This design comes from an exercise in tuning for small area and a short achievable clock period on the open sky130 flow, not from production work. RTL that was checked went through simulation tests only; none was proved equivalent to the original. The RTL of runs 3 and 4 was laid out without a check of its function. Power figures rest on the tool's default switching activity, not on a simulated workload.

==> flow/design.v <==
module tod_core #(parameter TIME_WIDTH_SUB_NS=20, TIME_WIDTH_NS=32, TIME_WIDTH_SEC=48) (
    input clk,
    input rst_n,
    input set_init_time,  
    input set_offset_time,  
    input plus_offset_time,  
    input wire [TIME_WIDTH_SUB_NS-1:0] init_time_sub_ns,
    input wire [TIME_WIDTH_NS-1:0] init_time_ns,
    input wire [TIME_WIDTH_SEC-1:0] init_time_sec,
    input wire [TIME_WIDTH_SUB_NS-1:0] offset_time_sub_ns,
    input wire [TIME_WIDTH_NS-1:0] offset_time_ns,  
    input wire [TIME_WIDTH_SUB_NS-1:0] incr_time_sub_ns,
    input wire [TIME_WIDTH_NS-1:0] incr_time_ns,
    output reg [TIME_WIDTH_SUB_NS-1:0] time_sub_ns,
    output reg [TIME_WIDTH_NS-1:0] time_ns,
    output reg [TIME_WIDTH_SEC-1:0] time_sec
);
localparam W = TIME_WIDTH_SUB_NS + TIME_WIDTH_NS;    
localparam LW = TIME_WIDTH_SUB_NS + 9;                 
localparam HW = W - LW;                                
localparam [HW-1:0] KP = 23'd1953125;                  
localparam [HW-1:0] KM = -23'd1953125;
wire minus = set_offset_time & ~plus_offset_time;
wire [W-1:0] a = {time_ns, time_sub_ns};
wire [W-1:0] b = {incr_time_ns, incr_time_sub_ns};
wire [W-1:0] c = {W{set_offset_time}} & ({offset_time_ns, offset_time_sub_ns} ^ {W{minus}});
wire [W-1:0] x = a ^ b ^ c;
wire [W-1:0] y = {(a[W-2:0] & b[W-2:0]) | (a[W-2:0] & c[W-2:0]) | (b[W-2:0] & c[W-2:0]), 1'b0};
wire [LW-1:0] lo;
wire c9;
tod_add_lo u_lo (.a(x[LW-1:0]), .b(y[LW-1:0]), .cin(minus), .s(lo), .cout(c9));
wire [HW-1:0] xu = x[W-1:LW];
wire [HW-1:0] yu = y[W-1:LW];
wire [1:0] ib = incr_time_ns[29:28];
wire [1:0] io = offset_time_ns[29:28];
wire low = minus & (time_ns[29] ? ({1'b0, ib} + 3'd2 <= {1'b0, io}) : (ib <= io));
wire [HW-1:0] ks = low ? KP : KM;         
wire [HW-1:0] xk = xu ^ yu ^ ks;
wire [HW-1:0] yk = {(xu[HW-2:0] & yu[HW-2:0]) | (xu[HW-2:0] & ks[HW-2:0]) | (yu[HW-2:0] & ks[HW-2:0]), 1'b0};
wire [HW-1:0] u0, uk;
wire co0, cok;
tod_add_hi u_h0 (.a(xu), .b(yu), .cin(c9), .s(u0), .cout(co0));
tod_add_hi u_hk (.a(xk), .b(yk), .cin(c9), .s(uk), .cout(cok));
wire sec_dec = low & u0[HW-1];            
wire sec_adv = ~low & ~uk[HW-1];          
wire [TIME_WIDTH_SEC-1:0] ones, zeros;
assign ones[0] = 1'b1;
assign zeros[0] = 1'b1;
genvar k;
generate for (k = 1; k < TIME_WIDTH_SEC; k = k + 1) begin : g_pre
    assign ones[k] = ones[k-1] & time_sec[k-1];
    assign zeros[k] = zeros[k-1] & ~time_sec[k-1];
end endgenerate
wire ld = set_init_time;
wire adv_n = sec_adv & ~ld;
wire dec_n = sec_dec & ~ld;
wire [TIME_WIDTH_SEC-1:0] sec_q = ld ? init_time_sec : time_sec;
wire [TIME_WIDTH_SEC-1:0] sec_tn;        
genvar j;
generate for (j = 0; j < TIME_WIDTH_SEC; j = j + 1) begin : g_sfin
    tod_aoi22 u_t (.a1(adv_n), .a2(ones[j]), .b1(dec_n), .b2(zeros[j]), .y(sec_tn[j]));
end endgenerate
wire [TIME_WIDTH_SEC-1:0] sec_nxt = ~(sec_q ^ sec_tn);
wire use_k = (sec_dec | sec_adv) & ~ld;
wire use_0 = ~(sec_dec | sec_adv) & ~ld;
wire [HW-1:0] ns_hi_n;
generate for (j = 0; j < HW; j = j + 1) begin : g_nfin
    tod_aoi222 u_m (.a1(use_k), .a2(uk[j]), .b1(use_0), .b2(u0[j]), .c1(ld), .c2(init_time_ns[9+j]), .y(ns_hi_n[j]));
end endgenerate
wire [HW-1:0] ns_hi_nxt = ~ns_hi_n;
always @(posedge clk or negedge rst_n) begin
    if (!rst_n) begin
        time_sub_ns <= {TIME_WIDTH_SUB_NS{1'b0}};
        time_ns <= {TIME_WIDTH_NS{1'b0}};
        time_sec <= {TIME_WIDTH_SEC{1'b0}};
    end
    else begin
        time_sub_ns <= ld ? init_time_sub_ns : lo[TIME_WIDTH_SUB_NS-1:0];
        time_ns <= {ns_hi_nxt, ld ? init_time_ns[8:0] : lo[LW-1:TIME_WIDTH_SUB_NS]};
        time_sec <= sec_nxt;
    end
end
endmodule
module tod_add_lo (input [28:0] a, input [28:0] b, input cin, output [28:0] s, output cout);
wire [28:0] p = a ^ b;
wire [28:0] gn = ~(a & b);
wire [28:0] pn = ~(a | b);    
wire w1 = ~cin;
wire w2;
tod_oai21 uw2 (.a1(pn[0]), .a2(w1), .b1(gn[0]), .y(w2));
wire w3;
tod_oai21 uw3 (.a1(pn[2]), .a2(gn[1]), .b1(gn[2]), .y(w3));
wire w4;
tod_nor2 uw4 (.a(pn[2]), .b(pn[1]), .y(w4));
wire w5;
tod_oai21 uw5 (.a1(pn[4]), .a2(gn[3]), .b1(gn[4]), .y(w5));
wire w6;
tod_nor2 uw6 (.a(pn[4]), .b(pn[3]), .y(w6));
wire w7;
tod_oai21 uw7 (.a1(pn[6]), .a2(gn[5]), .b1(gn[6]), .y(w7));
wire w8;
tod_nor2 uw8 (.a(pn[6]), .b(pn[5]), .y(w8));
wire w9;
tod_oai21 uw9 (.a1(pn[8]), .a2(gn[7]), .b1(gn[8]), .y(w9));
wire w10;
tod_nor2 uw10 (.a(pn[8]), .b(pn[7]), .y(w10));
wire w11;
tod_oai21 uw11 (.a1(pn[10]), .a2(gn[9]), .b1(gn[10]), .y(w11));
wire w12;
tod_nor2 uw12 (.a(pn[10]), .b(pn[9]), .y(w12));
wire w13;
tod_oai21 uw13 (.a1(pn[12]), .a2(gn[11]), .b1(gn[12]), .y(w13));
wire w14;
tod_nor2 uw14 (.a(pn[12]), .b(pn[11]), .y(w14));
wire w15;
tod_oai21 uw15 (.a1(pn[14]), .a2(gn[13]), .b1(gn[14]), .y(w15));
wire w16;
tod_nor2 uw16 (.a(pn[14]), .b(pn[13]), .y(w16));
wire w17;
tod_oai21 uw17 (.a1(pn[16]), .a2(gn[15]), .b1(gn[16]), .y(w17));
wire w18;
tod_nor2 uw18 (.a(pn[16]), .b(pn[15]), .y(w18));
wire w19;
tod_oai21 uw19 (.a1(pn[18]), .a2(gn[17]), .b1(gn[18]), .y(w19));
wire w20;
tod_nor2 uw20 (.a(pn[18]), .b(pn[17]), .y(w20));
wire w21;
tod_oai21 uw21 (.a1(pn[20]), .a2(gn[19]), .b1(gn[20]), .y(w21));
wire w22;
tod_nor2 uw22 (.a(pn[20]), .b(pn[19]), .y(w22));
wire w23;
tod_oai21 uw23 (.a1(pn[22]), .a2(gn[21]), .b1(gn[22]), .y(w23));
wire w24;
tod_nor2 uw24 (.a(pn[22]), .b(pn[21]), .y(w24));
wire w25;
tod_oai21 uw25 (.a1(pn[24]), .a2(gn[23]), .b1(gn[24]), .y(w25));
wire w26;
tod_nor2 uw26 (.a(pn[24]), .b(pn[23]), .y(w26));
wire w27;
tod_oai21 uw27 (.a1(pn[26]), .a2(gn[25]), .b1(gn[26]), .y(w27));
wire w28;
tod_nor2 uw28 (.a(pn[26]), .b(pn[25]), .y(w28));
wire w29;
tod_oai21 uw29 (.a1(pn[28]), .a2(gn[27]), .b1(gn[28]), .y(w29));
wire w30;
tod_nor2 uw30 (.a(pn[28]), .b(pn[27]), .y(w30));
wire w31;
tod_aoi21 uw31 (.a1(w4), .a2(w2), .b1(w3), .y(w31));
wire w32;
tod_aoi21 uw32 (.a1(w8), .a2(w5), .b1(w7), .y(w32));
wire w33;
tod_nand2 uw33 (.a(w8), .b(w6), .y(w33));
wire w34;
tod_aoi21 uw34 (.a1(w12), .a2(w9), .b1(w11), .y(w34));
wire w35;
tod_nand2 uw35 (.a(w12), .b(w10), .y(w35));
wire w36;
tod_aoi21 uw36 (.a1(w16), .a2(w13), .b1(w15), .y(w36));
wire w37;
tod_nand2 uw37 (.a(w16), .b(w14), .y(w37));
wire w38;
tod_aoi21 uw38 (.a1(w20), .a2(w17), .b1(w19), .y(w38));
wire w39;
tod_nand2 uw39 (.a(w20), .b(w18), .y(w39));
wire w40;
tod_aoi21 uw40 (.a1(w24), .a2(w21), .b1(w23), .y(w40));
wire w41;
tod_nand2 uw41 (.a(w24), .b(w22), .y(w41));
wire w42;
tod_aoi21 uw42 (.a1(w28), .a2(w25), .b1(w27), .y(w42));
wire w43;
tod_nand2 uw43 (.a(w28), .b(w26), .y(w43));
wire w44;
tod_oai21 uw44 (.a1(w33), .a2(w31), .b1(w32), .y(w44));
wire w45;
tod_oai21 uw45 (.a1(w37), .a2(w34), .b1(w36), .y(w45));
wire w46;
tod_nor2 uw46 (.a(w37), .b(w35), .y(w46));
wire w47;
tod_oai21 uw47 (.a1(w41), .a2(w38), .b1(w40), .y(w47));
wire w48;
tod_nor2 uw48 (.a(w41), .b(w39), .y(w48));
wire w49;
tod_aoi21 uw49 (.a1(w46), .a2(w44), .b1(w45), .y(w49));
wire w50 = ~w49;
wire w51;
tod_aoi21 uw51 (.a1(w48), .a2(w50), .b1(w47), .y(w51));
wire w52 = ~w44;
wire w53;
tod_oai21 uw53 (.a1(w35), .a2(w52), .b1(w34), .y(w53));
wire w54;
tod_oai21 uw54 (.a1(w39), .a2(w49), .b1(w38), .y(w54));
wire w55;
tod_oai21 uw55 (.a1(w43), .a2(w51), .b1(w42), .y(w55));
wire w56 = ~w31;
wire w57;
tod_aoi21 uw57 (.a1(w6), .a2(w56), .b1(w5), .y(w57));
wire w58;
tod_aoi21 uw58 (.a1(w10), .a2(w44), .b1(w9), .y(w58));
wire w59;
tod_aoi21 uw59 (.a1(w14), .a2(w53), .b1(w13), .y(w59));
wire w60;
tod_aoi21 uw60 (.a1(w18), .a2(w50), .b1(w17), .y(w60));
wire w61;
tod_aoi21 uw61 (.a1(w22), .a2(w54), .b1(w21), .y(w61));
wire w62 = ~w51;
wire w63;
tod_aoi21 uw63 (.a1(w26), .a2(w62), .b1(w25), .y(w63));
wire w64;
tod_aoi21 uw64 (.a1(w30), .a2(w55), .b1(w29), .y(w64));
wire w65 = ~w2;
wire w66;
tod_oai21 uw66 (.a1(pn[1]), .a2(w65), .b1(gn[1]), .y(w66));
wire w67;
tod_oai21 uw67 (.a1(pn[3]), .a2(w31), .b1(gn[3]), .y(w67));
wire w68;
tod_oai21 uw68 (.a1(pn[5]), .a2(w57), .b1(gn[5]), .y(w68));
wire w69;
tod_oai21 uw69 (.a1(pn[7]), .a2(w52), .b1(gn[7]), .y(w69));
wire w70;
tod_oai21 uw70 (.a1(pn[9]), .a2(w58), .b1(gn[9]), .y(w70));
wire w71 = ~w53;
wire w72;
tod_oai21 uw72 (.a1(pn[11]), .a2(w71), .b1(gn[11]), .y(w72));
wire w73;
tod_oai21 uw73 (.a1(pn[13]), .a2(w59), .b1(gn[13]), .y(w73));
wire w74;
tod_oai21 uw74 (.a1(pn[15]), .a2(w49), .b1(gn[15]), .y(w74));
wire w75;
tod_oai21 uw75 (.a1(pn[17]), .a2(w60), .b1(gn[17]), .y(w75));
wire w76 = ~w54;
wire w77;
tod_oai21 uw77 (.a1(pn[19]), .a2(w76), .b1(gn[19]), .y(w77));
wire w78;
tod_oai21 uw78 (.a1(pn[21]), .a2(w61), .b1(gn[21]), .y(w78));
wire w79;
tod_oai21 uw79 (.a1(pn[23]), .a2(w51), .b1(gn[23]), .y(w79));
wire w80;
tod_oai21 uw80 (.a1(pn[25]), .a2(w63), .b1(gn[25]), .y(w80));
wire w81 = ~w55;
wire w82;
tod_oai21 uw82 (.a1(pn[27]), .a2(w81), .b1(gn[27]), .y(w82));
wire [29:0] cy;
assign cy[0] = cin;
assign cy[1] = w2;
assign cy[2] = w66;
assign cy[3] = ~w31;
assign cy[4] = w67;
assign cy[5] = ~w57;
assign cy[6] = w68;
assign cy[7] = w44;
assign cy[8] = w69;
assign cy[9] = ~w58;
assign cy[10] = w70;
assign cy[11] = w53;
assign cy[12] = w72;
assign cy[13] = ~w59;
assign cy[14] = w73;
assign cy[15] = ~w49;
assign cy[16] = w74;
assign cy[17] = ~w60;
assign cy[18] = w75;
assign cy[19] = w54;
assign cy[20] = w77;
assign cy[21] = ~w61;
assign cy[22] = w78;
assign cy[23] = ~w51;
assign cy[24] = w79;
assign cy[25] = ~w63;
assign cy[26] = w80;
assign cy[27] = w55;
assign cy[28] = w82;
assign cy[29] = ~w64;
assign s = p ^ cy[28:0];
assign cout = cy[29];
endmodule
module tod_add_hi (input [22:0] a, input [22:0] b, input cin, output [22:0] s, output cout);
wire [22:0] p = a ^ b;
wire [22:0] gn = ~(a & b);
wire [22:0] pn = ~(a | b);    
wire w1;
tod_oai21 uw1 (.a1(pn[1]), .a2(gn[0]), .b1(gn[1]), .y(w1));
wire w2;
tod_nor2 uw2 (.a(pn[1]), .b(pn[0]), .y(w2));
wire w3;
tod_oai21 uw3 (.a1(pn[3]), .a2(gn[2]), .b1(gn[3]), .y(w3));
wire w4;
tod_nor2 uw4 (.a(pn[3]), .b(pn[2]), .y(w4));
wire w5;
tod_oai21 uw5 (.a1(pn[5]), .a2(gn[4]), .b1(gn[5]), .y(w5));
wire w6;
tod_nor2 uw6 (.a(pn[5]), .b(pn[4]), .y(w6));
wire w7;
tod_oai21 uw7 (.a1(pn[7]), .a2(gn[6]), .b1(gn[7]), .y(w7));
wire w8;
tod_nor2 uw8 (.a(pn[7]), .b(pn[6]), .y(w8));
wire w9;
tod_oai21 uw9 (.a1(pn[9]), .a2(gn[8]), .b1(gn[9]), .y(w9));
wire w10;
tod_nor2 uw10 (.a(pn[9]), .b(pn[8]), .y(w10));
wire w11;
tod_oai21 uw11 (.a1(pn[11]), .a2(gn[10]), .b1(gn[11]), .y(w11));
wire w12;
tod_nor2 uw12 (.a(pn[11]), .b(pn[10]), .y(w12));
wire w13;
tod_oai21 uw13 (.a1(pn[13]), .a2(gn[12]), .b1(gn[13]), .y(w13));
wire w14;
tod_nor2 uw14 (.a(pn[13]), .b(pn[12]), .y(w14));
wire w15;
tod_oai21 uw15 (.a1(pn[15]), .a2(gn[14]), .b1(gn[15]), .y(w15));
wire w16;
tod_nor2 uw16 (.a(pn[15]), .b(pn[14]), .y(w16));
wire w17;
tod_oai21 uw17 (.a1(pn[17]), .a2(gn[16]), .b1(gn[17]), .y(w17));
wire w18;
tod_nor2 uw18 (.a(pn[17]), .b(pn[16]), .y(w18));
wire w19;
tod_oai21 uw19 (.a1(pn[19]), .a2(gn[18]), .b1(gn[19]), .y(w19));
wire w20;
tod_nor2 uw20 (.a(pn[19]), .b(pn[18]), .y(w20));
wire w21;
tod_oai21 uw21 (.a1(pn[21]), .a2(gn[20]), .b1(gn[21]), .y(w21));
wire w22;
tod_nor2 uw22 (.a(pn[21]), .b(pn[20]), .y(w22));
wire w23;
tod_aoi21 uw23 (.a1(w4), .a2(w1), .b1(w3), .y(w23));
wire w24;
tod_nand2 uw24 (.a(w4), .b(w2), .y(w24));
wire w25;
tod_aoi21 uw25 (.a1(w8), .a2(w5), .b1(w7), .y(w25));
wire w26;
tod_nand2 uw26 (.a(w8), .b(w6), .y(w26));
wire w27;
tod_aoi21 uw27 (.a1(w12), .a2(w9), .b1(w11), .y(w27));
wire w28;
tod_nand2 uw28 (.a(w12), .b(w10), .y(w28));
wire w29;
tod_aoi21 uw29 (.a1(w16), .a2(w13), .b1(w15), .y(w29));
wire w30;
tod_nand2 uw30 (.a(w16), .b(w14), .y(w30));
wire w31;
tod_aoi21 uw31 (.a1(w20), .a2(w17), .b1(w19), .y(w31));
wire w32;
tod_nand2 uw32 (.a(w20), .b(w18), .y(w32));
wire w33;
tod_oai21 uw33 (.a1(w26), .a2(w23), .b1(w25), .y(w33));
wire w34;
tod_nor2 uw34 (.a(w26), .b(w24), .y(w34));
wire w35;
tod_oai21 uw35 (.a1(w30), .a2(w27), .b1(w29), .y(w35));
wire w36;
tod_nor2 uw36 (.a(w30), .b(w28), .y(w36));
wire w37;
tod_aoi21 uw37 (.a1(w36), .a2(w33), .b1(w35), .y(w37));
wire w38;
tod_nand2 uw38 (.a(w36), .b(w34), .y(w38));
wire w39 = ~w33;
wire w40;
tod_oai21 uw40 (.a1(w28), .a2(w39), .b1(w27), .y(w40));
wire w41 = ~w34;
wire w42;
tod_nor2 uw42 (.a(w28), .b(w41), .y(w42));
wire w43;
tod_oai21 uw43 (.a1(w32), .a2(w37), .b1(w31), .y(w43));
wire w44;
tod_nor2 uw44 (.a(w32), .b(w38), .y(w44));
wire w45 = ~w23;
wire w46;
tod_aoi21 uw46 (.a1(w6), .a2(w45), .b1(w5), .y(w46));
wire w47 = ~w24;
wire w48;
tod_nand2 uw48 (.a(w6), .b(w47), .y(w48));
wire w49;
tod_aoi21 uw49 (.a1(w10), .a2(w33), .b1(w9), .y(w49));
wire w50;
tod_nand2 uw50 (.a(w10), .b(w34), .y(w50));
wire w51;
tod_aoi21 uw51 (.a1(w14), .a2(w40), .b1(w13), .y(w51));
wire w52;
tod_nand2 uw52 (.a(w14), .b(w42), .y(w52));
wire w53 = ~w37;
wire w54;
tod_aoi21 uw54 (.a1(w18), .a2(w53), .b1(w17), .y(w54));
wire w55 = ~w38;
wire w56;
tod_nand2 uw56 (.a(w18), .b(w55), .y(w56));
wire w57;
tod_aoi21 uw57 (.a1(w22), .a2(w43), .b1(w21), .y(w57));
wire w58;
tod_nand2 uw58 (.a(w22), .b(w44), .y(w58));
wire w59 = ~w1;
wire w60;
tod_oai21 uw60 (.a1(pn[2]), .a2(w59), .b1(gn[2]), .y(w60));
wire w61 = ~w2;
wire w62;
tod_nor2 uw62 (.a(pn[2]), .b(w61), .y(w62));
wire w63;
tod_oai21 uw63 (.a1(pn[4]), .a2(w23), .b1(gn[4]), .y(w63));
wire w64;
tod_nor2 uw64 (.a(pn[4]), .b(w24), .y(w64));
wire w65;
tod_oai21 uw65 (.a1(pn[6]), .a2(w46), .b1(gn[6]), .y(w65));
wire w66;
tod_nor2 uw66 (.a(pn[6]), .b(w48), .y(w66));
wire w67;
tod_oai21 uw67 (.a1(pn[8]), .a2(w39), .b1(gn[8]), .y(w67));
wire w68;
tod_nor2 uw68 (.a(pn[8]), .b(w41), .y(w68));
wire w69;
tod_oai21 uw69 (.a1(pn[10]), .a2(w49), .b1(gn[10]), .y(w69));
wire w70;
tod_nor2 uw70 (.a(pn[10]), .b(w50), .y(w70));
wire w71 = ~w40;
wire w72;
tod_oai21 uw72 (.a1(pn[12]), .a2(w71), .b1(gn[12]), .y(w72));
wire w73 = ~w42;
wire w74;
tod_nor2 uw74 (.a(pn[12]), .b(w73), .y(w74));
wire w75;
tod_oai21 uw75 (.a1(pn[14]), .a2(w51), .b1(gn[14]), .y(w75));
wire w76;
tod_nor2 uw76 (.a(pn[14]), .b(w52), .y(w76));
wire w77;
tod_oai21 uw77 (.a1(pn[16]), .a2(w37), .b1(gn[16]), .y(w77));
wire w78;
tod_nor2 uw78 (.a(pn[16]), .b(w38), .y(w78));
wire w79;
tod_oai21 uw79 (.a1(pn[18]), .a2(w54), .b1(gn[18]), .y(w79));
wire w80;
tod_nor2 uw80 (.a(pn[18]), .b(w56), .y(w80));
wire w81 = ~w43;
wire w82;
tod_oai21 uw82 (.a1(pn[20]), .a2(w81), .b1(gn[20]), .y(w82));
wire w83 = ~w44;
wire w84;
tod_nor2 uw84 (.a(pn[20]), .b(w83), .y(w84));
wire w85;
tod_oai21 uw85 (.a1(pn[22]), .a2(w57), .b1(gn[22]), .y(w85));
wire w86;
tod_nor2 uw86 (.a(pn[22]), .b(w58), .y(w86));
wire [23:0] cy;
assign cy[0] = cin;
wire w87 = ~cin;
wire w88;
tod_oai21 uw88 (.a1(pn[0]), .a2(w87), .b1(gn[0]), .y(w88));
assign cy[1] = w88;
wire w89;
tod_aoi21 uw89 (.a1(w2), .a2(cin), .b1(w1), .y(w89));
assign cy[2] = ~w89;
wire w90;
tod_aoi21 uw90 (.a1(w62), .a2(cin), .b1(w60), .y(w90));
assign cy[3] = ~w90;
wire w91;
tod_oai21 uw91 (.a1(w24), .a2(w87), .b1(w23), .y(w91));
assign cy[4] = w91;
wire w92;
tod_aoi21 uw92 (.a1(w64), .a2(cin), .b1(w63), .y(w92));
assign cy[5] = ~w92;
wire w93;
tod_oai21 uw93 (.a1(w48), .a2(w87), .b1(w46), .y(w93));
assign cy[6] = w93;
wire w94;
tod_aoi21 uw94 (.a1(w66), .a2(cin), .b1(w65), .y(w94));
assign cy[7] = ~w94;
wire w95;
tod_aoi21 uw95 (.a1(w34), .a2(cin), .b1(w33), .y(w95));
assign cy[8] = ~w95;
wire w96;
tod_aoi21 uw96 (.a1(w68), .a2(cin), .b1(w67), .y(w96));
assign cy[9] = ~w96;
wire w97;
tod_oai21 uw97 (.a1(w50), .a2(w87), .b1(w49), .y(w97));
assign cy[10] = w97;
wire w98;
tod_aoi21 uw98 (.a1(w70), .a2(cin), .b1(w69), .y(w98));
assign cy[11] = ~w98;
wire w99;
tod_aoi21 uw99 (.a1(w42), .a2(cin), .b1(w40), .y(w99));
assign cy[12] = ~w99;
wire w100;
tod_aoi21 uw100 (.a1(w74), .a2(cin), .b1(w72), .y(w100));
assign cy[13] = ~w100;
wire w101;
tod_oai21 uw101 (.a1(w52), .a2(w87), .b1(w51), .y(w101));
assign cy[14] = w101;
wire w102;
tod_aoi21 uw102 (.a1(w76), .a2(cin), .b1(w75), .y(w102));
assign cy[15] = ~w102;
wire w103;
tod_oai21 uw103 (.a1(w38), .a2(w87), .b1(w37), .y(w103));
assign cy[16] = w103;
wire w104;
tod_aoi21 uw104 (.a1(w78), .a2(cin), .b1(w77), .y(w104));
assign cy[17] = ~w104;
wire w105;
tod_oai21 uw105 (.a1(w56), .a2(w87), .b1(w54), .y(w105));
assign cy[18] = w105;
wire w106;
tod_aoi21 uw106 (.a1(w80), .a2(cin), .b1(w79), .y(w106));
assign cy[19] = ~w106;
wire w107;
tod_aoi21 uw107 (.a1(w44), .a2(cin), .b1(w43), .y(w107));
assign cy[20] = ~w107;
wire w108;
tod_aoi21 uw108 (.a1(w84), .a2(cin), .b1(w82), .y(w108));
assign cy[21] = ~w108;
wire w109;
tod_oai21 uw109 (.a1(w58), .a2(w87), .b1(w57), .y(w109));
assign cy[22] = w109;
wire w110;
tod_aoi21 uw110 (.a1(w86), .a2(cin), .b1(w85), .y(w110));
assign cy[23] = ~w110;
assign s = p ^ cy[22:0];
assign cout = cy[23];
endmodule
module tod_aoi21 (input a1, input a2, input b1, output y);
assign y = ~((a1 & a2) | b1);
endmodule
module tod_oai21 (input a1, input a2, input b1, output y);
assign y = ~((a1 | a2) & b1);
endmodule
module tod_nand2 (input a, input b, output y);
assign y = ~(a & b);
endmodule
module tod_nor2 (input a, input b, output y);
assign y = ~(a | b);
endmodule
module tod_aoi22 (input a1, input a2, input b1, input b2, output y);
assign y = ~((a1 & a2) | (b1 & b2));
endmodule
module tod_aoi222 (input a1, input a2, input b1, input b2, input c1, input c2, output y);
assign y = ~((a1 & a2) | (b1 & b2) | (c1 & c2));
endmodule
==> flow/flow/run.sh <==
#!/bin/bash
# The standard layout (standard.sh), with three changes to how it is made:
# - synthesis maps all logic with flow/abc.script, an area-oriented ABC script (see flow/synth.tcl);
# - the port buffers use the smallest buffer cell instead of buffer_ports' default;
# - repair_timing works towards a setup slack of 10.25 ns at the design's clock period.
# - extra ORFS settings: "SYNTH_KEEP_MODULES=tod_aoi21 tod_oai21 tod_nand2 tod_nor2 tod_aoi22 tod_aoi222" (SYNTH_KEEP_MODULES keeps the one-gate blocks of
#   rtl/tod_core.v apart in synthesis, so each maps to one library gate).
# The output of every step goes to standard.log here (ORFS's own per-step logs stay in orfs/logs).
set -euo pipefail
export FLOW_ABC_SCRIPT=$PWD/flow/abc.script
bash standard.sh SYNTH_SCRIPT=$PWD/flow/synth.tcl "BUFFER_PORTS_ARGS=-buffer_cell sky130_fd_sc_hd__buf_1" SETUP_SLACK_MARGIN=10.25 "SYNTH_KEEP_MODULES=tod_aoi21 tod_oai21 tod_nand2 tod_nor2 tod_aoi22 tod_aoi222" finish > standard.log 2>&1
==> flow/flow/abc.script <==
&get -n
&st
&dch -f
&nf -a
&put
==> flow/flow/synth.tcl <==
# synth_recipe.tcl (the standard synthesis) with two changes: ABC maps with
# flow/abc.script in place of ORFS's abc_speed.script, and full and half adders
# are not extracted into fa/ha cells first (ABC maps that logic with the rest).
# Everything else, including the register names and cells, is as in the
# standard synthesis.
proc synth {args} { yosys synth -nofsm -noshare {*}$args }
proc extract_fa {args} { }
proc abc {args} {
  set i [lsearch -exact $args -script]
  if { $i >= 0 } {
    set args [lreplace $args [expr {$i + 1}] [expr {$i + 1}] $::env(FLOW_ABC_SCRIPT)]
  }
  yosys abc {*}$args
}
source $::env(SCRIPTS_DIR)/synth.tcl
# left out here: clear keep_hierarchy, flatten, clean up, hide names made inside functions, write 1_2_yosys.v
==> flow/standard.sh <==
#!/bin/bash
# synth_recipe.tcl (not shown) runs the flow's synth.tcl, then flattens the netlist and writes it again
# the make line also repeats each setting of config.mk as NAME=value (left out here)
make -C /OpenROAD-flow-scripts/flow DESIGN_CONFIG=/design/flow/config.mk WORK_HOME=/design/flow/orfs CLKGATE_MAP_FILE= SYNTH_SCRIPT=/design/flow/synth_recipe.tcl "${@:-finish}"
==> flow/config.mk <==
export PLATFORM = sky130hd
export DESIGN_NAME = tod_core
export DESIGN_NICKNAME = tod_core
export VERILOG_FILES = /design/flow/design.v
export SDC_FILE = /design/flow/constraint.sdc
export NUM_CORES = 4
export LEC_CHECK = 0
export CAP_MARGIN = 20
export CORE_MARGIN = 2
export CORE_UTILIZATION = 55
export SLEW_MARGIN = 20
==> flow/constraint.sdc <==
create_clock -name core_clock -period 18.0 [get_ports {clk}]
set_input_delay 3.6000 -clock core_clock [delete_from_list [all_inputs] [get_ports {clk}]]
set_output_delay 3.6000 -clock core_clock [all_outputs]
set_load 0.01 [all_outputs]
==> summary.txt, run 1 <==
Placed Cells - 2011
Routed Antenna Nets - 0
Fmax achieved - 0.1326 GHz
Max_cap viols - 0
Seq cells post-synth - 100
H-tree depth - 3
Final WL - 31.04 mm
RSZ-0062 raised after global routing - yes
Worst Skew - 0.01121 ns
Reg-to-Reg Start - time_sec[2]
Filler Cells Inserted - 1759
Cell-internal power - 1121 uW
Post-DP HPWL - 22.82 mm
Leak pwr - 0.004759 uW
Io pins - 309
TritonCTS clock tree - built
Core Rows - 50
CP max FO - 6
Layout cells sized above 1 - 0.04452
Fin crit share - 0.4191
PD cells - 187.2 nW/um2
Peak supply drop - 0.1025 mV
Port Buffer Count - 308
P_sw - 1250 uW
Core area - 18710 um2
CP startpoint - time_sec[2]
Final Non-Filler Cells - 2033
Post-place setup slack - 9.008 ns
Worst slew pin tran - 0.8556 ns
Drt initial violations - 691
Reg area - 2502 um2
Area of the die - 20150 um2
Yosys top cell by area - dfrtp_1
Clock share of power - 0.093
Initial antenna violation count - 4
Vias in the first global route - 10320
Synth unique cells - 28
Global route overflow - 0
Routed vias - 11170
Overall global routing resource usage - 0.3008
CTS Sinks - 100
Post-synthesis sequential area ratio - 0.2391
Status - no timing/DRC/antenna violations
Crit. End Element - register
Startpoint Class - register
CTS Root Cell - clkbuf_16
Post-synth top area share - 0.2391
First-pass iteration count of the detailed router - 7
Reg2reg setup slack - 10.46 ns
Post-Synthesis Cells - 1455
Die Y-Extent - 141.9 um
Starting Density - 0.5595
Hold Fails Final Rpt - 0
Layout area overhead - 20.99%
CTS Buf Count - 9
Routed wire length per instance - 15.27 um
CTS max path bufs - 2
Finish-stage setup viols - 0
Tmin final - 7.543 ns
Setup slack after layout - 10.46 ns
Syn Std Cell Area - 10470 um2
Clock slew at reported path FFs - 0.08 ns
NumNets Final - 2001
Post-Route Setup TNS - 0 ns
Comb power frac - 0.743
Synth top area cells - dfrtp_1, xnor2_1, o21ai_0, nand2_1, xor2_1
Slew Viols, Final - 0
Number of vias per cell - 5.496
Worst EP required - 18.24 ns
Sequential Power Share - 0.164
Worst EP arrival - 7.79 ns
DRC errors left - 0
Hold Crit Class - register to register
Ys Warns - 1
Syn avg cell area - 7.193 um2
First-pass GRT wire length - 48.98 mm
Relative slew slack - 0.4296
Die Span X - 141.9 um
Clock latency on the worst-skew pair - 0.37 ns
Largest net degree at the start of global routing - 63
Sw Share - 0.5273
GPL Wtd Cong - 0.9401
Critical path type - register to register
Multi-input logic area - 7820 um2
Hold Startpoint - time_sec[47]
==> metal layers <==
metal / share of wire / up-vias / global-route usage
met5: 0.00087 / - / 0
met4: 0.032 / 4 / 0.1037
met3: 0.076 / 56 / 0.07739
met2: 0.46 / 340 / 0.5074
met1: 0.43 / 5127 / 0.3752
li1: - / 5646 / -
==> path summary, 6_finish.rpt <==
check                          endpoint  depth (start not counted)
max                        time_sec[47]                         18
max in group asynchronous  time_sec[22]                          2
min reg2reg                time_sec[47]                          2
min                        time_sec[47]                          2
max reg2reg                time_sec[47]                         18
min in group asynchronous   time_ns[16]                          1
==> Yosys stat by module, one instance, submodules excluded <==
module | cells | flops+latches
tod_aoi222 | 1 | 0
tod_nor2 | 1 | 0
tod_aoi22 | 1 | 0
tod_nand2 | 1 | 0
tod_aoi21 | 1 | 0
tod_core | 1123 | 100
tod_oai21 | 1 | 0
==> metrics by stage <==
step	hold slack, ns	cell area [um2]	util	power [uW]
4_1_cts	0.6055	12510	0.6688	2321
6_report	0.6034	12660	0.6770	2371
2_1_floorplan	0.6181	10560	-	1681
3_5_place_dp	0.5920	12090	0.6463	2065
3_3_place_gp	0.5948	12090	0.6463	2041
5_1_grt	0.6468	12660	0.6767	2599
==> flip-flops by register name, summed over array words and instances, names as in the netlist <==
name         cells
time_sub_ns     20
time_ns         32
time_sec        48
==> cell usage after synthesis <==
cell	number
nand2_1	235
xnor2_1	192
o21ai_0	187
nor2_1	157
dfrtp_1	100
clkinv_1	99
a21oi_1	95
xor2_1	72
nor2b_1	50
a22oi_1	48
mux2i_1	48
nand2b_1	24
a222oi_1	23
and3_1	21
and2_0	17
nor3_1	15
or2_0	15
and4_1	14
maj3_1	14
or4_1	11
nand3_1	9
nor4_1	3
a22o_1	1
buf_4	1
conb_1	1
o211a_1	1
o211ai_1	1
or4b_1	1
==> worst max-delay path, cell delays in order (launching register included) <==
cell and delay, ns:
dfrtp_1 0.43, or4_4 0.57, nor4_4 0.19, or4b_4 0.53
nor4_2 0.24, nand2b_1 0.17, or4_4 0.48, or4_4 0.45
or4_1 0.49, or4_1 0.51, or4_1 0.49, or4_4 0.47
or4_4 0.45, or4_1 0.49, or4_4 0.48, or4_4 0.47
nor4_1 0.18, a22oi_1 0.14, xor2_1 0.19
==> repair_timing <==
action | 4_1_cts | 5_1_grt
setup buffers | 3 | 0
gates cloned | 0 | 1
gates resized for setup | 18 | 49
setup endpoints to repair | 71 | 71
hold buffers | 0 | 0
pin swaps | 1 | 3
==> cell families after synthesis <==
logic type	Yosys count	synth area share
xor+xnor	264	0.2209
buf+inv	100	0.03622
other cells	1	0.0003583
flops	100	0.2391
compound gates	356	0.1938
mux	48	0.04591
fa+ha+maj	14	0.01339
simple gates	572	0.2503
==> layout by cell type (no fill, tap or decap), types with 50 or more instances in the layout <==
master    count
nor2_1      148
buf_1       304
nor2b_1      50
a21oi_1      85
clkinv_1     97
nand2_1     234
xor2_1       72
dfrtp_1     100
xnor2_1     191
o21ai_0     170
==> cell type report <==
| class | instances | area share |
|---|---|---|
| Tap cell | 234 | 0.02312 |
| Clock inverter | 7 | 0.008102 |
| Multi-Input combinational cell | 1259 | 0.6175 |
| Clock buffer | 9 | 0.01778 |
| Inverter | 99 | 0.03004 |
| Timing Repair Buffer | 323 | 0.1054 |
| Antenna cell | 2 | 0.0003952 |
| Sequential cell | 100 | 0.1976 |
==> power by group through the flow <==
| stage | Sequential [uW] | Combinational [uW] | Clock [uW] |
|---|---|---|---|
| 2_1_floorplan | 408 | 1270 | 0 |
| 3_3_place_gp | 387 | 1650 | 0 |
| 5_1_grt | 399 | 1970 | 234 |
| 4_1_cts | 387 | 1710 | 225 |
| 6_report | 388 | 1760 | 221 |
| 3_5_place_dp | 388 | 1680 | 0 |
==> inputs of run 2 (changes only) <==
--- a/flow/config.mk
+++ b/flow/config.mk
@@ -9,3 +9,4 @@
 export CORE_MARGIN = 2
 export CORE_UTILIZATION = 55
+export GPL_ROUTABILITY_DRIVEN = 0
 export SLEW_MARGIN = 20
==> summary.txt, run 2 <==
Hold Fails Final Rpt - 0 (unchanged)
CTS Root Cell - clkbuf_16
Post-Synthesis Cells - 1455 (unchanged)
Status - no timing/DRC/antenna violations
Die Y-Extent - 141.9 um (unchanged)
Finish-stage setup viols - 0 (unchanged)
Commonest cells in the netlist - nand2_1, xnor2_1, o21ai_0
Top_reg_cell synth - dfrtp_1
Clock slew at reported path FFs - 0.08 ns (about the same)
Fmax achieved - 0.1332 GHz (+0.47%)
Ys Warns - 1 (unchanged)
Routed wire length per instance - 15.46 um (+1.3%)
Max reg flops - 48 (unchanged)
Initial antenna violation count - 4 (unchanged)
Relative slew slack - 0.4102 (-0.01938)
Number of vias per cell - 5.515 (+0.35%)
Post-synthesis sequential area ratio - 0.2391 (unchanged)
Port Buffer Count - 308 (unchanged)
Peak supply drop - 0.08438 mV (-18%)
Sw Share - 0.5252 (-0.002096)
Post-Route Setup TNS - 0 ns (unchanged)
Cell with the most instances after synthesis - nand2_1
Fin crit share - 0.4171 (-0.001978)
Die Span X - 141.9 um (unchanged)
Top reg by flops - time_sec
Layout cells sized above 1 - 0.05047 (+0.005953)
Worst EP arrival - 7.74 ns (-0.05 ns)
Hold Crit Class - register to register
PD cells - 187.9 nW/um2 (+0.39%)
CTS Sinks - 100 (unchanged)
Drt initial violations - 743 (+7.5%)
Comb power frac - 0.747 (+0.004)
First-pass GRT wire length - 49.18 mm (+0.42%)
Layout area overhead - 22.40%
Routed Antenna Nets - 0 (unchanged)
Area of the die - 20150 um2 (unchanged)
Critical path type - input port to register
Tmin final - 7.508 ns (-0.03560 ns)
RSZ-0062 raised after global routing - no
Clock latency on the worst-skew pair - 0.36 ns (about the same)
Yosys top cell by area - dfrtp_1
Largest net degree at the start of global routing - 64 (+1.6%)
Global route overflow - 0 (unchanged)
Final WL - 31.54 mm (+1.6%)
CTS max path bufs - 2 (unchanged)
Worst slew pin tran - 0.8847 ns (+0.02908 ns)
Post-synth ARST share - 1.000 (unchanged)
Crit. End Element - register
CTS Buf Count - 9 (unchanged)
Syn Std Cell Area - 10470 um2 (unchanged)
Vias in the first global route - 10300 (-0.15%)
Io pins - 309 (unchanged)
Worst EP required - 18.23 ns (about the same)
NumNets Final - 2007 (+0.30%)
Commonest non-fill, non-tap cells in the layout - buf_1, nand2_1, xnor2_1, o21ai_0, nor2_1
Clock share of power - 0.092 (about the same)
Seq cells post-synth - 100 (unchanged)
P_sw - 1264 uW (+1.2%)
CP max FO - 23 (+17)
Sequential Power Share - 0.161 (-0.003)
# hold bufs at CTS - 0 (unchanged)
Most common cell after layout, fill and taps aside - buf_1
Max_cap viols - 0 (unchanged)
Cell-internal power - 1143 uW (+2.0%)
Worst Skew - 0.009906 ns (-0.001300 ns)
Min Hold Slack - 0.6543 ns (+0.05095 ns)
Synth unique cells - 28 (unchanged)
Number of enable flip-flop cells after synthesis - 0 (unchanged)
Starting Density - 0.5595 (unchanged)
First-pass iteration count of the detailed router - 6 (-1)
Top flop regs - time_sec (48), time_ns (32), time_sub_ns (20)
TritonCTS clock tree - built
Placed Cells - 2011 (unchanged)
Overall global routing resource usage - 0.3014 (+0.0005819)
Post-DP HPWL - 23.12 mm (+1.3%)
Final Non-Filler Cells - 2040 (+0.34%)
Post-synth top area share - 0.2391 (unchanged)
Syn avg cell area - 7.193 um2 (unchanged)
Synth top area cells - dfrtp_1, xnor2_1, o21ai_0, nand2_1, xor2_1
H-tree depth - 3 (unchanged)
Core area - 18710 um2 (unchanged)
Slew Viols, Final - 0 (unchanged)
Startpoint Class - input port
Leak pwr - 0.004848 uW (+1.9%)
DRC errors left - 0 (unchanged)
Core Rows - 50 (unchanged)
Filler Cells Inserted - 1697 (-3.5%)
Routed vias - 11250 (+0.70%)
==> run 2: per-layer routing <==
metal | up-vias | GRT usage | wire length, um
met5 | - | 0 | 13
met3 | 52 | 0.06460 | 2389
li1 | 5668 | - | -
met2 | 376 | 0.5115 | 14680
met1 | 5153 | 0.3856 | 13730
met4 | 2 | 0.09316 | 720
==> run 2: cells by family (layout without fill, tap and decap cells) <==
logic type,after synthesis,after routing,share of synthesized area
other,1,8,0.0003583
AOI/OAI and AO/OA,356,356,0.1938
xor gates and xnor gates,264,264,0.2209
and+or+nand+nor,572,572,0.2503
buffers and inverters,100,444,0.03622
DFF,100,100,0.2391
muxes,48,48,0.04591
adders and majority gates,14,14,0.01339
==> run 2: worst paths after layout <==
check | startpoint | depth (start not counted) | slack (ns) | endpoint
max | plus_offset_time | 23 | 10.49 | time_ns[29]
min in group asynchronous | rst_n | 1 | 3.26 | time_ns[16]
min reg2reg | time_sec[47] | 2 | 0.65 | time_sec[47]
min | time_sec[47] | 2 | 0.65 | time_sec[47]
max reg2reg | time_sec[2] | 18 | 10.57 | time_sec[47]
max in group asynchronous | rst_n | 2 | 13.43 | time_sec[45]
==> run 2: stage by stage <==
| stage | power [uW] | utilization | cell area [um2] | setup slack [ns] |
|---|---|---|---|---|
| 5_1_grt | 2620 | 0.6845 | 12800 | 10.24 |
| 3_3_place_gp | 2044 | 0.6455 | 12070 | 8.334 |
| 2_1_floorplan | 1681 | - | 10560 | 10.22 |
| 3_5_place_dp | 2084 | 0.6476 | 12110 | 8.455 |
| 6_report | 2408 | 0.6849 | 12810 | 10.49 |
| 4_1_cts | 2355 | 0.6747 | 12620 | 10.23 |
==> run 2: per-module statistics from Yosys (local to each module, per instance) <==
module      cells inside  copies in the design  flip-flops and latches  cell area [um2]
tod_nor2               1                    66                       0            3.754
tod_aoi21              1                    66                       0            5.005
tod_aoi222             1                    23                       0            10.01
tod_aoi22              1                    48                       0            7.507
tod_nand2              1                    28                       0            3.754
tod_core            1123                     1                     100             8687
tod_oai21              1                   101                       0            5.005
==> run 2: what timing repair did <==
| action | in CTS | in global routing |
|---|---|---|
| gates cloned | 1 | 1 |
| endpoints found under the setup margin | 71 | 71 |
| gates resized for setup | 20 | 43 |
| pin swaps | 4 | 5 |
| buffers inserted | 5 | 3 |
==> run 2: worst max-delay path, stage by stage <==
cell      delay (ns)
clkbuf_2        0.22
buf_12          0.21
xnor2_1         0.13
nand2_1         0.10
xnor2_1         0.31
or2_0           0.22
nand2_1         0.11
xnor2_1         0.15
a21oi_1         0.20
nor2_1          0.09
a21oi_1         0.21
o21ai_0         0.18
a21oi_4         0.20
o21ai_2         0.10
a21oi_1         0.18
o21ai_1         0.11
xnor2_1         0.14
xnor2_1         0.21
nand2b_2        0.21
a21oi_2         0.07
buf_6           0.21
a222oi_1        0.41
clkinv_1        0.14
==> run 2: layout make-up <==
type                       count  area [um2]  area share
inverter                      99       389.1     0.03037
multi-input combinational   1259        7839      0.6119
tap                          234       292.8     0.02285
timing repair buffer         329        1453      0.1134
sequential                   100        2502      0.1953
clock inverter                 6       88.84    0.006934
antenna                        3       7.507   0.0005860
clock buffer                  10       239.0     0.01865
==> run 2: power by group through the flow <==
stage               Combinational (uW)  Clock, uW  Sequential (uW)
finish                            1800        220              388
global route                      1990        233              399
CTS                               1740        227              387
detailed placement                1700          0              389
global placement                  1660          0              386
floorplan                         1270          0              408
==> inputs of run 3 (changes only) <==
--- a/flow/design.v
+++ b/flow/design.v
@@ -25,6 +25,7 @@
 wire [W-1:0] b = {incr_time_ns, incr_time_sub_ns};
 wire [W-1:0] c = {W{set_offset_time}} & ({offset_time_ns, offset_time_sub_ns} ^ {W{minus}});
-wire [W-1:0] x = a ^ b ^ c;
-wire [W-1:0] y = {(a[W-2:0] & b[W-2:0]) | (a[W-2:0] & c[W-2:0]) | (b[W-2:0] & c[W-2:0]), 1'b0};
+wire [W-1:0] x, ym;
+tod_csa u_csa (.a(a), .b(b), .c(c), .s(x), .co(ym));
+wire [W-1:0] y = {ym[W-2:0], 1'b0};
 wire [LW-1:0] lo;
 wire c9;
@@ -82,4 +83,8 @@
 end
 endmodule
+module tod_csa (input [51:0] a, input [51:0] b, input [51:0] c, output [51:0] s, output [51:0] co);
+assign s = a ^ b ^ c;
+assign co = (a & b) | (a & c) | (b & c);
+endmodule
 module tod_add_lo (input [28:0] a, input [28:0] b, input cin, output [28:0] s, output cout);
 wire [28:0] p = a ^ b;
==> flow/flow/run.sh (replaced) <==
#!/bin/bash
# The standard layout (standard.sh), with three changes to how it is made:
# - synthesis maps all logic with flow/abc.script, an area-oriented ABC script (see flow/synth.tcl);
# - the port buffers use the smallest buffer cell instead of buffer_ports' default;
# - repair_timing works towards a setup slack of 10.25 ns at the design's clock period.
# - extra ORFS settings: "SYNTH_KEEP_MODULES=tod_aoi21 tod_oai21 tod_nand2 tod_nor2 tod_aoi22 tod_aoi222 tod_csa" (SYNTH_KEEP_MODULES keeps the one-gate blocks of
#   rtl/tod_core.v apart in synthesis, so each maps to one library gate).
# The output of every step goes to standard.log here (ORFS's own per-step logs stay in orfs/logs).
set -euo pipefail
export FLOW_ABC_SCRIPT=$PWD/flow/abc.script
bash standard.sh SYNTH_SCRIPT=$PWD/flow/synth.tcl "BUFFER_PORTS_ARGS=-buffer_cell sky130_fd_sc_hd__buf_1" SETUP_SLACK_MARGIN=10.25 "SYNTH_KEEP_MODULES=tod_aoi21 tod_oai21 tod_nand2 tod_nor2 tod_aoi22 tod_aoi222 tod_csa" finish > standard.log 2>&1
--- a/flow/flow/synth.tcl
+++ b/flow/flow/synth.tcl
@@ -1,9 +1,10 @@
 # synth_recipe.tcl (the standard synthesis) with two changes: ABC maps with
 # flow/abc.script in place of ORFS's abc_speed.script, and full and half adders
-# are not extracted into fa/ha cells first (ABC maps that logic with the rest).
+# are extracted into fa/ha cells only in the carry-save block tod_csa (ABC
+# maps the adders' logic elsewhere with the rest).
 # Everything else, including the register names and cells, is as in the
 # standard synthesis.
 proc synth {args} { yosys synth -nofsm -noshare {*}$args }
-proc extract_fa {args} { }
+proc extract_fa {args} { yosys extract_fa {*}$args tod_csa }
 proc abc {args} {
   set i [lsearch -exact $args -script]
--- a/flow/config.mk
+++ b/flow/config.mk
@@ -9,4 +9,3 @@
 export CORE_MARGIN = 2
 export CORE_UTILIZATION = 55
-export GPL_ROUTABILITY_DRIVEN = 0
 export SLEW_MARGIN = 20
==> summary.txt, run 3 <==
Routed Antenna Nets - 0 (unchanged)
Multi-input logic area - 7714 um2 (-1.6%)
Die Span X - 138.4 um (-2.5%)
DRC errors left - 0 (unchanged)
Slew Viols, Final - 0 (unchanged)
Relative slew slack - 0.2940 (-0.1162)
RSZ-0062 raised after global routing - no
Most common cell after layout, fill and taps aside - buf_1
Area of the die - 19160 um2 (-4.9%)
Clock latency on the worst-skew pair - 0.37 ns (about the same)
CTS Root Cell - clkbuf_16
Crit. End Element - register
Post-Route Setup TNS - 0 ns (unchanged)
Hold Crit Class - register to register
Io pins - 309 (unchanged)
Placed Cells - 1805 (-10%)
Routed vias - 10490 (-6.8%)
Worst Skew - 0.01670 ns (+0.006798 ns)
First-pass GRT wire length - 48.10 mm (-2.2%)
Reg2reg setup slack - 10.48 ns (-0.09 ns)
Number of vias per cell - 5.686 (+3.1%)
Post-synthesis sequential area ratio - 0.2518 (+0.01267)
Ys Warns - 1 (unchanged)
Layout area overhead - 26.86%
Leak pwr - 0.004714 uW (-2.8%)
NumNets Final - 1872 (-6.7%)
CTS Sinks - 100 (unchanged)
Final WL - 31.07 mm (-1.5%)
Global route overflow - 0 (unchanged)
R2r worst-path depth - 18 (unchanged)
Max reg flops - 48 (unchanged)
Yosys top cell by area - dfrtp_1
Status - no timing/DRC/antenna violations
Top_reg_cell synth - dfrtp_1
H-tree depth - 3 (unchanged)
Clock slew at reported path FFs - 0.09 ns (about the same)
CP max FO - 14 (-39%)
Reg-to-Reg Start - time_sec[3]
Hold Startpoint - time_sec[47]
Worst slew pin tran - 1.059 ns (+0.1744 ns)
Commonest non-fill, non-tap cells in the layout - buf_1, o21ai_0, nor2_1, nand2_1, a21oi_1
Synth top area cells - dfrtp_1, fa_1, o21ai_0, xnor2_1, xor2_1
Syn Std Cell Area - 9940 um2 (-5.0%)
Hold Fails Final Rpt - 0 (unchanged)
CTS Buf Count - 9 (unchanged)
Initial antenna violation count - 0 (-4)
Filler Cells Inserted - 1541 (-9.2%)
Port Buffer Count - 308 (unchanged)
Critical path type - input port to register
Post-Synthesis Cells - 1258 (-14%)
Routed wire length per instance - 16.84 um (+8.9%)
Fmax achieved - 0.1326 GHz (-0.41%)
RR Endpoint - time_sec[47]
Post-DP HPWL - 21.13 mm (-8.6%)
Startpoint Class - input port
Worst EP arrival - 7.79 ns (+0.05 ns)
Post-synth ARST share - 1.000 (unchanged)
Core Rows - 49 (-2.0%)
Top reg by flops - time_sec
Final Non-Filler Cells - 1845 (-9.6%)
Ant. Diodes - 0 (-3)
Layout cells sized above 1 - 0.09344 (+0.04297)
Number of enable flip-flop cells after synthesis - 0 (unchanged)
Tmin final - 7.539 ns (+0.03120 ns)
Cell with the most instances after synthesis - o21ai_0
Max_cap viols - 0 (unchanged)
TritonCTS clock tree - built
Finish-stage setup viols - 0 (unchanged)
Post-synth top area share - 0.2518 (+0.01267)
First-pass iteration count of the detailed router - 6 (unchanged)
Top flop regs - time_sec (48), time_ns (32), time_sub_ns (20)
Drt initial violations - 657 (-12%)
Overall global routing resource usage - 0.3071 (+0.005725)
Reg area - 2502 um2 (unchanged)
Starting Density - 0.5571 (-0.002410)
WHS Endpoint - time_sec[47]
Core area - 17840 um2 (-4.6%)
Commonest cells in the netlist - o21ai_0, nor2_1, nand2_1
Final core utilization - 0.7068 (+0.02190)
GPL Wtd Cong - 0.8737
Seq cells post-synth - 100 (unchanged)
Largest net degree at the start of global routing - 83 (+30%)
Worst hold path depth - 2 (unchanged)
CTS max path bufs - 2 (unchanged)
Worst EP required - 18.25 ns (+0.02 ns)
Vias in the first global route - 9736 (-5.5%)
Fin crit share - 0.4188 (+0.001733)
Syn avg cell area - 7.901 um2 (+9.8%)
Synth unique cells - 24 (-14%)
Peak supply drop - 0.1464 mV (+73%)
Die Y-Extent - 138.4 um (-2.5%)
PD cells - 217.2 nW/um2 (+16%)
run 3: changes by cell type in the layout (fill, tap and decap cells not counted), sizes merged, moves of 13 or more:
cell | before | now
nor2b | 50 | 37
xnor2 | 192 | 91
a21oi | 95 | 119
maj3 | 14 | 0
clkinv | 100 | 76
or2 | 15 | 0
fa | 0 | 52
o21ai | 187 | 205
nand2 | 235 | 129
run 3: logic make-up (layout without fill, tap and decap cells):
kind of cell,after synthesis,in the layout,share of synthesized area
flops,100,100,0.2518
compound gates,397,397,0.2241
buf+inv,77,427,0.02946
fa+ha+maj,52,52,0.1047
simple gates,413,417,0.1915
mux,48,48,0.04834
other cells,1,5,0.0003773
xor+xnor,170,170,0.1498
run 3: critical path, stage by stage:
cell and delay (ns):
clkbuf_4 0.20, buf_12 0.17, o21ai_0 0.10, a21oi_1 0.19, fa_2 0.52, xor2_2 0.21, xor2_1 0.17, nor2_2 0.25
o21ai_2 0.12, a21oi_4 0.16, o21ai_4 0.11, a21oi_4 0.20, o21ai_2 0.09, a21oi_1 0.14, o21ai_1 0.11, xor2_1 0.19
xnor2_2 0.26, a21oi_4 0.10, buf_4 0.17, nor2b_4 0.18, a222oi_1 0.42, clkinv_1 0.10
run 3: worst max path at each step:
stage / startpoint / end / slack (ns)
3_5_place_dp: plus_offset_time / time_sec[40] / 8.76
3_3_place_gp: plus_offset_time / time_sec[38] / 8.84
5_1_grt: time_sec[3] / time_sec[47] / 10.18
2_1_floorplan: plus_offset_time / time_sec[10] / 10.25
4_1_cts: plus_offset_time / time_ns[17] / 10.25
6_report: set_offset_time / time_ns[13] / 10.46
run 3: through the flow:
step	setup WS (ns)	hold slack (ns)	cell area, um2	power (uW)
final	10.46	0.6480	12610	2739
after detailed placement	8.765	0.6290	11630	2226
after global placement	8.845	0.5888	11630	2200
after global routing	10.18	0.6634	12610	2982
after floorplan	10.25	0.6373	10130	1818
after CTS	10.25	0.6521	12120	2524
run 3: repair_timing:
item | 4_1_cts | 5_1_grt
cloned | 5 | 3
hold buffers | 0 | 0
pin swaps | 3 | 29
setup buffers | 2 | 14
gates resized for setup | 24 | 92
setup endpoints to repair | 71 | 71
run 3: Yosys stat by module, one instance, submodules excluded:
| module | flops+latches | copies in the design | cells | cell area (um2) |
|---|---|---|---|---|
| tod_nand2 | 0 | 28 | 1 | 3.754 |
| tod_aoi22 | 0 | 48 | 1 | 7.507 |
| tod_core | 100 | 1 | 874 | 7119 |
| tod_csa | 0 | 1 | 52 | 1041 |
| tod_nor2 | 0 | 66 | 1 | 3.754 |
| tod_oai21 | 0 | 101 | 1 | 5.005 |
| tod_aoi222 | 0 | 23 | 1 | 10.01 |
| tod_aoi21 | 0 | 66 | 1 | 5.005 |
run 3: cell type report:
cell class,instances,area share
clock buffer,9,0.01786
inverter,76,0.02500
sequential,100,0.1985
tap,229,0.02272
timing repair inverter,2,0.002183
timing repair buffer,333,0.1137
clock inverter,7,0.008335
multi-input combinational,1089,0.6117
run 3: report_power, final:
group	internal [uW]	total [uW]	switching, uW
clock network	125	227	103
logic	885	2120	1240
registers	308	391	82.9
run 3: metal layers:
metal	part of all wire	up-vias	global-route usage
met5	0	-	0
met1	0.43	4906	0.4155
met3	0.078	60	0.05750
met4	0.029	0	0.1139
met2	0.47	413	0.4948
li1	-	5112	-
==> inputs of run 4 (changes only) <==
==> flow/flow/run.sh (replaced) <==
#!/bin/bash
# The standard layout (standard.sh), with three changes to how it is made:
# - synthesis maps all logic with flow/abc.script, an area-oriented ABC script (see flow/synth.tcl);
# - the port buffers use the smallest buffer cell instead of buffer_ports' default;
# - repair_timing works towards a setup slack of 10.5 ns at the design's clock period.
# - extra ORFS settings: "SYNTH_KEEP_MODULES=tod_aoi21 tod_oai21 tod_nand2 tod_nor2 tod_aoi22 tod_aoi222 tod_csa" (SYNTH_KEEP_MODULES keeps the one-gate blocks of
#   rtl/tod_core.v apart in synthesis, so each maps to one library gate).
# The output of every step goes to standard.log here (ORFS's own per-step logs stay in orfs/logs).
set -euo pipefail
export FLOW_ABC_SCRIPT=$PWD/flow/abc.script
bash standard.sh SYNTH_SCRIPT=$PWD/flow/synth.tcl "BUFFER_PORTS_ARGS=-buffer_cell sky130_fd_sc_hd__buf_1" SETUP_SLACK_MARGIN=10.5 "SYNTH_KEEP_MODULES=tod_aoi21 tod_oai21 tod_nand2 tod_nor2 tod_aoi22 tod_aoi222 tod_csa" finish > standard.log 2>&1
==> summary.txt, run 4 <==
Status - no timing/DRC/antenna violations
Clock latency on the worst-skew pair - 0.36 ns (about the same)
Final WL - 32.90 mm (+5.9%)
Commonest cells in the netlist - o21ai_0, nor2_1, nand2_1
Startpoint Class - input port
Worst slew pin tran - 0.8579 ns (-0.2012 ns)
Core Rows - 49 (unchanged)
Post-Route Setup TNS - 0 ns (unchanged)
CP max FO - 7 (-7)
Largest net degree at the start of global routing - 68 (-18%)
NumNets Final - 1888 (+0.85%)
Peak supply drop - 0.1199 mV (-18%)
Cell with the most instances after synthesis - o21ai_0
Yosys top cell by area - dfrtp_1
Top flop regs - time_sec (48), time_ns (32), time_sub_ns (20)
Starting Density - 0.5571 (unchanged)
Post-synthesis mux area share - 0.04834 (unchanged)
Synth top area cells - dfrtp_1, fa_1, o21ai_0, xnor2_1, xor2_1
Filler Cells Inserted - 1445 (-6.2%)
Post-DP HPWL - 21.47 mm (+1.6%)
Overall global routing resource usage - 0.3100 (+0.002863)
Post-synth ARST share - 1.000 (unchanged)
Ys Warns - 1 (unchanged)
Seq cells post-synth - 100 (unchanged)
Worst Skew - 0.01140 ns (-0.005306 ns)
Clock slew at reported path FFs - 0.08 ns (about the same)
Die Y-Extent - 138.4 um (unchanged)
Post-Synthesis Cells - 1258 (unchanged)
Crit. End Element - register
Critical path type - input port to register
PD cells - 218.8 nW/um2 (+0.75%)
# hold bufs at CTS - 0 (unchanged)
Syn Std Cell Area - 9940 um2 (unchanged)
Io pins - 309 (unchanged)
Layout area overhead - 33.06%
Hold Crit Class - register to register
Synth Area in Compound Gates - 0.2241 (unchanged)
Synth unique cells - 24 (unchanged)
Area of the die - 19160 um2 (unchanged)
Post-synthesis sequential area ratio - 0.2518 (unchanged)
CTS Root Cell - clkbuf_16
Drt initial violations - 840 (+28%)
Final core utilization - 0.7413 (+0.03450)
DRC errors left - 0 (unchanged)
TritonCTS clock tree - built
Worst EP required - 18.24 ns (about the same)
Leak pwr - 0.004905 uW (+4.1%)
Top reg by flops - time_sec
Fmax achieved - 0.1349 GHz (+1.7%)
Routed vias - 10700 (+2.0%)
First-pass GRT wire length - 48.37 mm (+0.56%)
Adder-Cell Fraction of Synth Area - 0.1047 (unchanged)
Post-Synth XOR/XNOR Area - 0.1498 (unchanged)
Multi-input logic area - 8088 um2 (+4.8%)
Finish-stage setup viols - 0 (unchanged)
CTS max path bufs - 2 (unchanged)
Initial antenna violation count - 0 (unchanged)
Max reg flops - 48 (unchanged)
Port Buffer Count - 308 (unchanged)
Fin crit share - 0.4119 (-0.006933)
Max_cap viols - 0 (unchanged)
Syn avg cell area - 7.901 um2 (unchanged)
Relative slew slack - 0.4281 (+0.1341)
Tmin final - 7.414 ns (-0.1248 ns)
H-tree depth - 3 (unchanged)
Reg area - 2505 um2 (about the same)
Global route overflow - 0 (unchanged)
CTS Buf Count - 9 (unchanged)
Ant. Diodes - 0 (unchanged)
Commonest non-fill, non-tap cells in the layout - buf_1, o21ai_0, nand2_1, nor2_1
Post-synth top area share - 0.2518 (unchanged)
Top_reg_cell synth - dfrtp_1
Number of enable flip-flop cells after synthesis - 0 (unchanged)
Vias in the first global route - 9620 (-1.2%)
Post-Synth Simple-Gate Area - 0.1915 (unchanged)
First-pass iteration count of the detailed router - 7 (+1)
RSZ-0062 raised after global routing - yes
Die Span X - 138.4 um (unchanged)
Routed Antenna Nets - 0 (unchanged)
Worst EP arrival - 7.65 ns (-0.14 ns)
Most common cell after layout, fill and taps aside - buf_1
Hold Fails Final Rpt - 0 (unchanged)
Slew Viols, Final - 0 (unchanged)
Main combinational cell family by area after synthesis - compound AO/OA/AOI/OAI gates
GPL Wtd Cong - 0.8836 (+1.1%)
Routed wire length per instance - 17.68 um (+5.0%)
Layout cells sized above 1 - 0.1366 (+0.04320)
Core area - 17840 um2 (unchanged)
CTS Sinks - 100 (unchanged)
Number of vias per cell - 5.751 (+1.1%)
## run 4: cell counts after synthesis
No cell type changed its count.
## run 4: what timing repair did
item	in CTS	in global routing
pin swaps	6	80
endpoints found under the setup margin	71	71
gates resized for setup	45	179
cloned	5	9
buffers inserted	4	22
## run 4: Yosys stat by module, one instance, submodules excluded
module / cells / flip-flops and latches / area, um2
tod_core: 874 / 100 / 7119
tod_csa: 52 / 0 / 1041
tod_aoi222: 1 / 0 / 10.01
tod_aoi22: 1 / 0 / 7.507
tod_aoi21: 1 / 0 / 5.005
tod_oai21: 1 / 0 / 5.005
tod_nand2: 1 / 0 / 3.754
tod_nor2: 1 / 0 / 3.754
## run 4: report_power, final
part | leakage [uW] | internal, uW | switching (uW)
Sequential | 0.00118 | 308 | 85.9
Clock | 0.000157 | 128 | 99.6
Combinational | 0.00357 | 957 | 1320
## run 4: metal layers
layer / global-route usage / up-vias / routed length, um
met3: 0.05265 / 53 / 2522
met1: 0.4237 / 5050 / 13700
met2: 0.5149 / 463 / 15880
met5: 0 / - / 0
li1: - / 5136 / -
met4: 0.08163 / 0 / 796
## run 4: stage by stage
step	instances	total power [uW]	area (um2)	hold slack (ns)	setup slack, ns
after floorplan	1262	1821	10140	0.6373	10.27
after global routing	1861	3127	13230	0.6331	10.40
after CTS	1830	2547	12250	0.6157	10.51
final	1861	2894	13230	0.6126	10.59
after global placement	1805	2205	11640	0.5914	8.737
after detailed placement	1805	2235	11640	0.5936	8.725
## run 4: layout make-up
cell class / count / area share
Multi-Input combinational cell: 1090 / 0.6115
Sequential cell: 100 / 0.1894
Timing Repair Buffer: 346 / 0.1227
Inverter: 76 / 0.02384
Tap cell: 229 / 0.02167
Clock buffer: 10 / 0.01807
Clock inverter: 6 / 0.007190
Timing Repair inverter: 4 / 0.005582
## run 4: critical path: stages
cell,delay [ns]
buf_16,0.19
clkinv_16,0.12
o21ai_4,0.15
a21oi_2,0.05
fa_1,0.48
buf_4,0.16
nor2_4,0.16
nor2b_4,0.07
xor2_2,0.15
nor2_2,0.20
o21ai_2,0.09
a21oi_2,0.16
o21ai_2,0.09
a21oi_4,0.17
o21ai_2,0.10
a21oi_1,0.14
o21ai_1,0.10
xor2_1,0.19
xnor2_2,0.35
a21oi_4,0.15
nor2b_2,0.26
a222oi_1,0.40
clkinv_1,0.10
## run 4: final timing paths
kind,cells after the start,endpoint,slack (ns),from
min in group asynchronous,1,time_ns[15],3.29,rst_n
min,2,time_sec[47],0.61,time_sec[47]
max in group asynchronous,2,time_sec[42],13.48,rst_n
min reg2reg,2,time_sec[47],0.61,time_sec[47]
max,23,time_ns[12],10.59,plus_offset_time
max reg2reg,18,time_sec[47],10.68,time_sec[3]
## run 4: cell families after synthesis
kind of cell,Yosys count
buf+inv,77
fa+ha+maj,52
compound gates,397
xor+xnor,170
flops,100
other cells,1
mux,48
simple gates,413

[static timing again, ports no longer ideal]
In the flow no input, the clock included, has a driving cell. The finished layouts below were timed again as built, in two steps. Step 1 assumes that a clkbuf_16 drives the clock port and a buf_2 every other input. Step 2, shift: input delay + t, output delay - t, t = (earliest + latest rising clock arrival at the registers) / 2. This alone moves slack from input paths to output paths. a / b / c = no drivers / after step 1 / after step 2; a / b = the first two.
run	shift t [ns]	setup slack, ns	worst setup path at the end
run 1	0.405	10.457 / 10.457 / 10.097	input to register
run 2	0.405	10.492 / 10.511 / 10.106	input to register
run 3	0.407	10.461 / 10.483 / 10.077	input to register
run 4	0.398	10.586 / 10.547 / 10.149	input to register
After both steps setup and hold are still met in every run listed. For run 4, which loses most, drivers alone change the setup slack by -0.039 ns; drivers and shift together by -0.437 ns.
